Context: an optimization exercise on an open-source flow, tuned for small area. The choices shown serve that exercise and are no tape-out recipe.
Only simulation tests tie the RTL to the original design; equivalence was not proved.
Power figures rest on the tool's default switching activity, not on a simulated workload.

==> branch willow <==
==> flow/design.v <==
`timescale 1ns / 1ns
module pll(
    input wire sys_clk ,
    input wire sys_rst_n ,
    output wire vga_en
);
reg clk_25;
always @(posedge sys_clk or negedge sys_rst_n) begin
    if (!sys_rst_n) begin
        clk_25 <= 0;
    end else begin
        clk_25 <= ~clk_25;
    end
end
assign vga_en = ~clk_25;
endmodule
`timescale 1ns / 1ns
module vga_ctrl(
    input  wire        vga_clk,
    input  wire        vga_en,
    input  wire        sys_rst_n,
    output wire [6:0]  col,
    output reg  [2:0]  slot,
    output wire [9:0]  v_counter,
    output wire        hsync,
    output wire        vsync
);
reg [6:0] col_x;
reg [9:0] v_x;
assign col = col_x ^ 7'd100;
assign v_counter = v_x ^ 10'd50;
wire col_end  = (col == 7'd114);
wire line_end = (slot == 3'd7) && (col == 7'd94);
always @(posedge vga_clk or negedge sys_rst_n) begin
    if (!sys_rst_n) begin
        col_x <= 7'd0;
        slot  <= 3'd0;
    end else if (vga_en) begin
        if (line_end) begin
            col_x <= 7'd0;
            slot  <= 3'd0;
        end else if (col_end) begin
            col_x <= 7'd100;
            slot  <= slot + 1'd1;
        end else begin
            col_x <= (col + 1'd1) ^ 7'd100;
        end
    end
end
always @(posedge vga_clk or negedge sys_rst_n) begin
    if (!sys_rst_n) begin
        v_x <= 10'd0;
    end else if (vga_en && line_end) begin
        if (v_counter == 10'd574) v_x <= 10'd0;
        else                      v_x <= (v_counter + 1'd1) ^ 10'd50;
    end
end
assign hsync = (slot == 3'd0) || ((slot == 3'd1) && (col < 7'd81));
assign vsync = (v_counter < 10'd52);
endmodule
`timescale 1ns / 1ns
module vga_pic(
    input  wire [6:0] col,
    input  wire [2:0] slot,
    input  wire [9:0] v,
    output wire       draw
);
    wire in_band = (v >= 10'd275) && (v < 10'd365);
    wire [6:0] yrow = v[6:0];
    wire in_box = (col >= 7'd19) && (col < 7'd109);
    wire side = col[6];    
    reg [7:0] fv;
    always @(*) begin
        case (col[4:0])
            5'd0: fv = 8'd26;
            5'd1: fv = 8'd28;
            5'd2: fv = 8'd31;
            5'd3: fv = 8'd34;
            5'd4: fv = 8'd37;
            5'd5: fv = 8'd40;
            5'd6: fv = 8'd42;
            5'd7: fv = 8'd45;
            5'd8: fv = 8'd48;
            5'd9: fv = 8'd51;
            5'd10: fv = 8'd54;
            5'd11: fv = 8'd56;
            5'd12: fv = 8'd59;
            5'd13: fv = 8'd62;
            5'd14: fv = 8'd65;
            5'd15: fv = 8'd68;
            5'd16: fv = 8'd71;
            5'd17: fv = 8'd73;
            5'd18: fv = 8'd76;
            5'd19: fv = 8'd79;
            5'd20: fv = 8'd82;
            5'd21: fv = 8'd85;
            5'd22: fv = 8'd87;
            5'd23: fv = 8'd90;
            5'd24: fv = 8'd93;
            5'd25: fv = 8'd96;
            5'd26: fv = 8'd99;
            5'd27: fv = 8'd101;
            5'd28: fv = 8'd104;
            5'd29: fv = 8'd107;
            5'd30: fv = 8'd110;
            5'd31: fv = 8'd113;
            default: fv = 8'd0;
        endcase
    end
    wire [7:0] z = {1'b0, yrow ^ {7{side}}} + {7'd0, side} + 8'd14;
    wire [7:0] d = z - fv;        
    wire band = (d < 8'd15);
    wire draw_m = (col < 7'd36) || (col >= 7'd92) || band;
    wire draw_u = (col < 7'd34) || (col >= 7'd94) || (yrow >= 7'd94);
    wire s_l = (col < 7'd34);
    wire s_r = (col >= 7'd95);
    wire draw_s =
        ((yrow < 7'd34) && !s_l) ||
        ((yrow >= 7'd34) && (yrow < 7'd57) && s_l) ||
        ((yrow >= 7'd57) && (yrow < 7'd64) && !s_r) ||
        ((yrow >= 7'd64) && (yrow < 7'd72) && !s_l) ||
        ((yrow >= 7'd72) && (yrow < 7'd95) && s_r) ||
        ((yrow >= 7'd95) && !s_r);
    wire draw_t = (yrow < 7'd34) || ((col >= 7'd57) && (col < 7'd72));
    reg letter;
    always @(*) begin
        case (slot)
            3'd3: letter = draw_m;
            3'd4: letter = draw_u;
            3'd5: letter = draw_s;
            3'd6: letter = draw_t;
            default: letter = 1'b0;
        endcase
    end
    assign draw = in_band && in_box && letter;
endmodule
`timescale 1ns / 1ns
module vga_colorbar(
input wire sys_clk ,
input wire sys_rst_n ,
output wire hsync ,
output wire vsync ,
output wire [15:0] rgb
);
 wire vga_en;
 wire [6:0] col;
 wire [2:0] slot;
 wire [9:0] v;
 wire draw;
 pll pll_inst (.sys_clk(sys_clk), .sys_rst_n(sys_rst_n), .vga_en(vga_en));
 vga_ctrl vga_ctrl_inst (
 .vga_clk(sys_clk), .vga_en(vga_en), .sys_rst_n(sys_rst_n),
 .col(col), .slot(slot), .v_counter(v), .hsync(hsync), .vsync(vsync));
 vga_pic vga_pic_inst (.col(col), .slot(slot), .v(v), .draw(draw));
 assign rgb = {16{draw}};
endmodule
==> flow/flow/run.sh <==
#!/bin/bash
# Own layout flow: the standard flow (standard.sh) with these changes:
#  - synthesis: the final ABC mapping runs flow/map.abc (chains of deepsyn runs, then area
#    mapping) for each seed chain in MY_ABC_SEEDS and keeps the smallest result, through the
#    abc override in flow/my_synth.tcl, instead of ORFS's speed script;
#  - synthesis: Yosys's adder extraction (ADDER_MAP_FILE) is skipped so ABC optimises that
#    logic too;
#  - placement: the port buffers (one per input and output port, as in the standard flow)
#    use buf_1.
# Registers, their names and cell types are the standard synthesis's. The make output goes to
# flow_make.log; each ORFS step's log is under orfs/logs/.
set -euo pipefail
W=$(pwd)
export MY_ABC_SCRIPT=$W/flow/map.abc
export MY_ABC_TIME=15
export MY_ABC_SEEDS="1,21,41,61 2,22,42,62 3,23,43,63 4,24,44,64 5,25,45,65 6,26,46,66 7,27,47,67 8,28,48,68"
export FLOW_SYNTH_TCL=$W/synth_recipe.tcl
bash standard.sh SYNTH_SCRIPT=$W/flow/my_synth.tcl ADDER_MAP_FILE= \
  "BUFFER_PORTS_ARGS=-buffer_cell sky130_fd_sc_hd__buf_1" finish > $W/flow_make.log 2>&1
==> flow/flow/map.abc <==
strash
&get -n
@CHAIN@&put
dch
amap
topo
stime -c
==> flow/flow/my_synth.tcl <==
# Standard synthesis (synth_recipe.tcl) with only the final ABC mapping replaced. ORFS calls abc
# with its speed script and -D set from the SDC; instead this runs flow/map.abc (deepsyn, then
# area mapping) with -D 20000 (ps) and the same liberty, dont_use and constraint arguments.
# MY_ABC_SEEDS lists the runs, each a comma-separated chain of deepsyn seeds (each deepsyn
# starts from the previous one's result); every run starts from the same logic, and the run
# with the smallest cell area is kept.
proc abc {args} {
  set a [list]
  set skip 0
  foreach x $args {
    if {$skip} { set skip 0; continue }
    if {$x eq "-script" || $x eq "-D"} { set skip 1; continue }
    lappend a $x
  }
  set libs [list]
  foreach lib $::env(LIB_FILES) { lappend libs -liberty $lib }
  set fh [open $::env(MY_ABC_SCRIPT)]
  set template [read $fh]
  close $fh
  yosys design -save pre_abc
  set best ""
  set best_area 0
  set n 0
  foreach run $::env(MY_ABC_SEEDS) {
    incr n
    set chain ""
    foreach seed [split $run ","] {
      append chain "&deepsyn -T $::env(MY_ABC_TIME) -S $seed\n"
    }
    yosys design -load pre_abc
    set f $::env(OBJECTS_DIR)/map_$n.abc
    set fh [open $f w]
    puts $fh [string map [list @CHAIN@ $chain] $template]
    close $fh
    yosys abc -script $f -D 20000 {*}$a
    set st [tee -q -s result.string stat {*}$libs]
    regexp {Chip area for module[^:]*:\s*([0-9.]+)} $st -> area
    puts "abc run $n (seeds $run): area $area"
    if {$best eq "" || $area < $best_area} {
      set best $n
      set best_area $area
      yosys design -save abc_best
    }
  }
  puts "abc: keeping run $best, area $best_area"
  yosys design -load abc_best
}
source $::env(FLOW_SYNTH_TCL)
==> flow/standard.sh <==
#!/bin/bash
# synth_recipe.tcl (not shown) runs the flow's synth.tcl, then flattens the netlist and writes it again
# the make line also repeats each setting of config.mk as NAME=value (left out here)
make -C /OpenROAD-flow-scripts/flow DESIGN_CONFIG=/design/flow/config.mk WORK_HOME=/design/flow/orfs CLKGATE_MAP_FILE= SYNTH_SCRIPT=/design/flow/synth_recipe.tcl "${@:-finish}"
==> flow/config.mk <==
export PLATFORM = sky130hd
export DESIGN_NAME = vga_colorbar
export DESIGN_NICKNAME = vga_colorbar
export VERILOG_FILES = /design/flow/design.v
export SDC_FILE = /design/flow/constraint.sdc
export NUM_CORES = 4
export LEC_CHECK = 0
export CAP_MARGIN = 20
export CORE_MARGIN = 2
export CORE_UTILIZATION = 40
export CTS_BUF_LIST = sky130_fd_sc_hd__clkbuf_8
export PLACE_DENSITY = 0.6
export SLEW_MARGIN = 20
==> flow/constraint.sdc <==
create_clock -name core_clock -period 20.0 [get_ports {sys_clk}]
set_input_delay 4.0000 -clock core_clock [delete_from_list [all_inputs] [get_ports {sys_clk}]]
set_output_delay 4.0000 -clock core_clock [all_outputs]
set_load 0.01 [all_outputs]
==> branch sierra: changes against branch willow <==
==> flow/design.v, changed modules only <==
module vga_ctrl(
    input  wire        vga_clk,
    input  wire        vga_en,
    input  wire        sys_rst_n,
    output reg  [6:0]  col,
    output reg  [2:0]  slot,
    output reg  [9:0]  v_counter,
    output wire        hsync,
    output wire        vsync
);
wire col_end  = (col == 7'd114);
wire line_end = (slot == 3'd7) && (col == 7'd94);
always @(posedge vga_clk or negedge sys_rst_n) begin
    if (!sys_rst_n) begin
        col  <= 7'd100;
        slot <= 3'd0;
    end else if (vga_en) begin
        if (line_end) begin
            col  <= 7'd100;
            slot <= 3'd0;
        end else if (col_end) begin
            col  <= 7'd0;
            slot <= slot + 1'd1;
        end else begin
            col  <= col + 1'd1;
        end
    end
end
always @(posedge vga_clk or negedge sys_rst_n) begin
    if (!sys_rst_n) begin
        v_counter <= 10'd50;
    end else if (vga_en && line_end) begin
        if (v_counter == 10'd574) v_counter <= 10'd50;
        else                      v_counter <= v_counter + 1'd1;
    end
end
assign hsync = (slot == 3'd0) || ((slot == 3'd1) && (col < 7'd81));
assign vsync = (v_counter < 10'd52);
endmodule
==> flow/flow/run.sh (replaced) <==
#!/bin/bash
# Own layout flow: the standard flow (standard.sh) with these changes:
#  - synthesis: the final ABC mapping runs flow/map.abc (deepsyn, then area mapping) with
#    several random seeds and keeps the smallest result, through the abc override in
#    flow/my_synth.tcl, instead of ORFS's speed script;
#  - synthesis: Yosys's adder extraction (ADDER_MAP_FILE) is skipped so ABC optimises that
#    logic too;
#  - placement: the port buffers (one per input and output port, as in the standard flow)
#    use buf_1.
# Registers, their names and cell types are the standard synthesis's.
set -euo pipefail
W=$(pwd)
export MY_ABC_SCRIPT=$W/flow/map.abc
export MY_ABC_SEEDS="1 2 3 4 5 6"
export FLOW_SYNTH_TCL=$W/synth_recipe.tcl
bash standard.sh SYNTH_SCRIPT=$W/flow/my_synth.tcl ADDER_MAP_FILE= \
  "BUFFER_PORTS_ARGS=-buffer_cell sky130_fd_sc_hd__buf_1" finish > $W/flow_make.log 2>&1
==> flow/flow/map.abc (replaced) <==
strash
&get -n
&deepsyn -T 30 -S @SEED@
&put
dch
amap
topo
stime -c
==> flow/flow/my_synth.tcl (replaced) <==
# Standard synthesis (synth_recipe.tcl) with only the final ABC mapping replaced: ORFS calls abc
# with its speed script and -D set from the SDC; this runs flow/map.abc (deepsyn, then area
# mapping) with -D 20000 (ps) and the same liberty, dont_use and constraint arguments, once per
# seed in MY_ABC_SEEDS, and keeps the result with the smallest cell area.
proc abc {args} {
  set a [list]
  set skip 0
  foreach x $args {
    if {$skip} { set skip 0; continue }
    if {$x eq "-script" || $x eq "-D"} { set skip 1; continue }
    lappend a $x
  }
  set libs [list]
  foreach lib $::env(LIB_FILES) { lappend libs -liberty $lib }
  set template [read [open $::env(MY_ABC_SCRIPT)]]
  yosys design -save pre_abc
  set best ""
  set best_area 0
  foreach seed $::env(MY_ABC_SEEDS) {
    yosys design -load pre_abc
    set f $::env(OBJECTS_DIR)/map_$seed.abc
    set fh [open $f w]
    puts $fh [string map [list @SEED@ $seed] $template]
    close $fh
    yosys abc -script $f -D 20000 {*}$a
    set st [tee -q -s result.string stat {*}$libs]
    regexp {Chip area for module[^:]*:\s*([0-9.]+)} $st -> area
    puts "abc seed $seed: area $area"
    if {$best eq "" || $area < $best_area} {
      set best $seed
      set best_area $area
      yosys design -save abc_best
    }
  }
  puts "abc: keeping seed $best, area $best_area"
  yosys design -load abc_best
}
source $::env(FLOW_SYNTH_TCL)
- CORE_UTILIZATION: 40 -> 65
- CTS_BUF_LIST: sky130_fd_sc_hd__clkbuf_8 -> sky130_fd_sc_hd__clkbuf_4
- PLACE_DENSITY: 0.6 -> 0.8
==> branch delta: changes against branch willow <==
==> flow/design.v, changed modules only <==
module vga_ctrl(
    input  wire        vga_clk,
    input  wire        vga_en,
    input  wire        sys_rst_n,
    output reg  [6:0]  col,
    output reg  [2:0]  slot,
    output reg  [9:0]  v_counter,
    output wire        hsync,
    output wire        vsync
);
wire col_end  = (col == 7'd114);
wire line_end = (slot == 3'd7) && (col == 7'd94);
always @(posedge vga_clk or negedge sys_rst_n) begin
    if (!sys_rst_n) begin
        col  <= 7'd100;
        slot <= 3'd0;
    end else if (vga_en) begin
        if (line_end) begin
            col  <= 7'd100;
            slot <= 3'd0;
        end else if (col_end) begin
            col  <= 7'd0;
            slot <= slot + 1'd1;
        end else begin
            col  <= col + 1'd1;
        end
    end
end
always @(posedge vga_clk or negedge sys_rst_n) begin
    if (!sys_rst_n) begin
        v_counter <= 10'd50;
    end else if (vga_en && line_end) begin
        if (v_counter == 10'd574) v_counter <= 10'd50;
        else                      v_counter <= v_counter + 1'd1;
    end
end
assign hsync = (slot == 3'd0) || ((slot == 3'd1) && (col < 7'd81));
assign vsync = (v_counter < 10'd52);
endmodule
==> flow/flow/run.sh (replaced) <==
#!/bin/bash
# Own layout flow: the standard flow (standard.sh) with these changes:
#  - synthesis: the final ABC mapping runs flow/map.abc (deepsyn, then area mapping) with
#    several random seeds and keeps the smallest result, through the abc override in
#    flow/my_synth.tcl, instead of ORFS's speed script;
#  - synthesis: Yosys's adder extraction (ADDER_MAP_FILE) is skipped so ABC optimises that
#    logic too;
#  - placement: the port buffers (one per input and output port, as in the standard flow)
#    use buf_1.
# Registers, their names and cell types are the standard synthesis's.
set -euo pipefail
W=$(pwd)
export MY_ABC_SCRIPT=$W/flow/map.abc
export MY_ABC_SEEDS="1 2 3 4 5 6"
export FLOW_SYNTH_TCL=$W/synth_recipe.tcl
bash standard.sh SYNTH_SCRIPT=$W/flow/my_synth.tcl ADDER_MAP_FILE= \
  "BUFFER_PORTS_ARGS=-buffer_cell sky130_fd_sc_hd__buf_1" finish > $W/flow_make.log 2>&1
==> flow/flow/map.abc (replaced) <==
strash
&get -n
&deepsyn -T 30 -S @SEED@
&put
dch
amap
topo
stime -c
==> flow/flow/my_synth.tcl (replaced) <==
# Standard synthesis (synth_recipe.tcl) with only the final ABC mapping replaced: ORFS calls abc
# with its speed script and -D set from the SDC; this runs flow/map.abc (deepsyn, then area
# mapping) with -D 20000 (ps) and the same liberty, dont_use and constraint arguments, once per
# seed in MY_ABC_SEEDS, and keeps the result with the smallest cell area.
proc abc {args} {
  set a [list]
  set skip 0
  foreach x $args {
    if {$skip} { set skip 0; continue }
    if {$x eq "-script" || $x eq "-D"} { set skip 1; continue }
    lappend a $x
  }
  set libs [list]
  foreach lib $::env(LIB_FILES) { lappend libs -liberty $lib }
  set template [read [open $::env(MY_ABC_SCRIPT)]]
  yosys design -save pre_abc
  set best ""
  set best_area 0
  foreach seed $::env(MY_ABC_SEEDS) {
    yosys design -load pre_abc
    set f $::env(OBJECTS_DIR)/map_$seed.abc
    set fh [open $f w]
    puts $fh [string map [list @SEED@ $seed] $template]
    close $fh
    yosys abc -script $f -D 20000 {*}$a
    set st [tee -q -s result.string stat {*}$libs]
    regexp {Chip area for module[^:]*:\s*([0-9.]+)} $st -> area
    puts "abc seed $seed: area $area"
    if {$best eq "" || $area < $best_area} {
      set best $seed
      set best_area $area
      yosys design -save abc_best
    }
  }
  puts "abc: keeping seed $best, area $best_area"
  yosys design -load abc_best
}
source $::env(FLOW_SYNTH_TCL)
==> comparison <==
In branch willow the cell area is lower than in branch delta, by about 0.64%.
In sequential power, branch delta and branch willow hardly differ.
Total power: branch sierra < branch willow < branch delta.
Register-to-register slack: branch willow is better than branch sierra (0.29 ns).
Against branch delta, the clock-buffer cell count of branch sierra is higher by 1.
Clock skew, highest first: branch delta, branch sierra, branch willow.
Against branch willow, the routed wire length of branch sierra is smaller by 5.0%.
Branch willow completed without violations. Branch sierra finished with timing, DRC and antenna clean. Branch delta completed with no timing, DRC or antenna violations.
Of branch delta and branch willow, branch delta has the higher synthesized cell count (gap 1.2%, measured against branch willow).
Clock power is about the same in branch delta and branch willow.
Sequential cell count is the same in branch willow and branch sierra.
==> figures <==
| quantity | branch sierra | branch willow | branch delta |
|---|---|---|---|
| Post-synth top area share | 22.26% | 31.48% | 22.26% |
| Slew at the pin with the worst max-slew slack | 0.6660 ns | 0.9871 ns | 0.6881 ns |
| Critical path's slowest cell | sky130_fd_sc_hd__dfstp_2 | sky130_fd_sc_hd__a2111oi_0 | sky130_fd_sc_hd__dfstp_2 |
| DP Wirelength | 2.949 mm | 3.198 mm | 3.125 mm |
| First-pass GRT wire length | 6.203 mm | 6.920 mm | 6.982 mm |
| Minimum setup slack after placement | 12.28 ns | 10.93 ns | 12.19 ns |
| GP Congestion | 1.000 | 0.8728 | 0.8858 |
| CP Buf/Inv Count | 4 | 2 | 4 |
| Nets | 260 | 257 | 261 |
| Worst slew slack as a fraction of its limit | 55.19% | 32.49% | 53.70% |
| Worst setup path startpoint | vga_ctrl_inst.col[2] | vga_ctrl_inst.col_x[3] | vga_ctrl_inst.col[2] |
| Run status | no timing/DRC/antenna violations | no timing/DRC/antenna violations | no timing/DRC/antenna violations |
| Worst hold path endpoint | pll_inst.clk_25 | vga_ctrl_inst.col_x[0] | pll_inst.clk_25 |
| Die area | 3018 µm² | 4705 µm² | 4752 µm² |
| Layout Utilization | 69.19% | 43.76% | 43.73% |
| Die width | 54.94 µm | 68.60 µm | 68.94 µm |
| Core area | 2477 µm² | 4000 µm² | 4029 µm² |
| Net Count, Synth | 251 | 248 | 251 |
| Number of logic stages on the critical path including buffering | 21 | 20 | 21 |
| DRC violation total after the first TritonRoute iteration | 67 | 211 | 93 |
| Tcrit/Tclk final | 40.76% | 45.81% | 40.80% |

[re-timing with driven ports]
In the flow no input, the clock included, has a driving cell. The finished layouts below were timed again as built, in two steps.
Step 1 sets driving cells, clkbuf_16 on the clock port and buf_2 on the other inputs (assumed; they add their load-dependent delay and slew).
Step 2 moves the port delays by t, midway between the first and last clock arrival at a register: inputs arrive t later, outputs are due t later. That takes back most of the time a late clock gives input paths.
a / b / c = no drivers / after step 1 / after step 2; a / b = the first two.
| run | shift t [ns] | setup slack, ns | worst setup path at the end | cell pins on the clock port's net |
|---|---|---|---|---|
| branch willow | 0.292 | 10.839 / 10.811 / 11.104 | register to output | 1 |
| branch sierra | 0.321 | 11.848 / 11.826 / 12.147 | register to output | 1 |
| branch delta | 0.289 | 11.840 / 11.815 / 12.104 | register to output | 1 |
After both steps setup and hold are still met in every run listed.
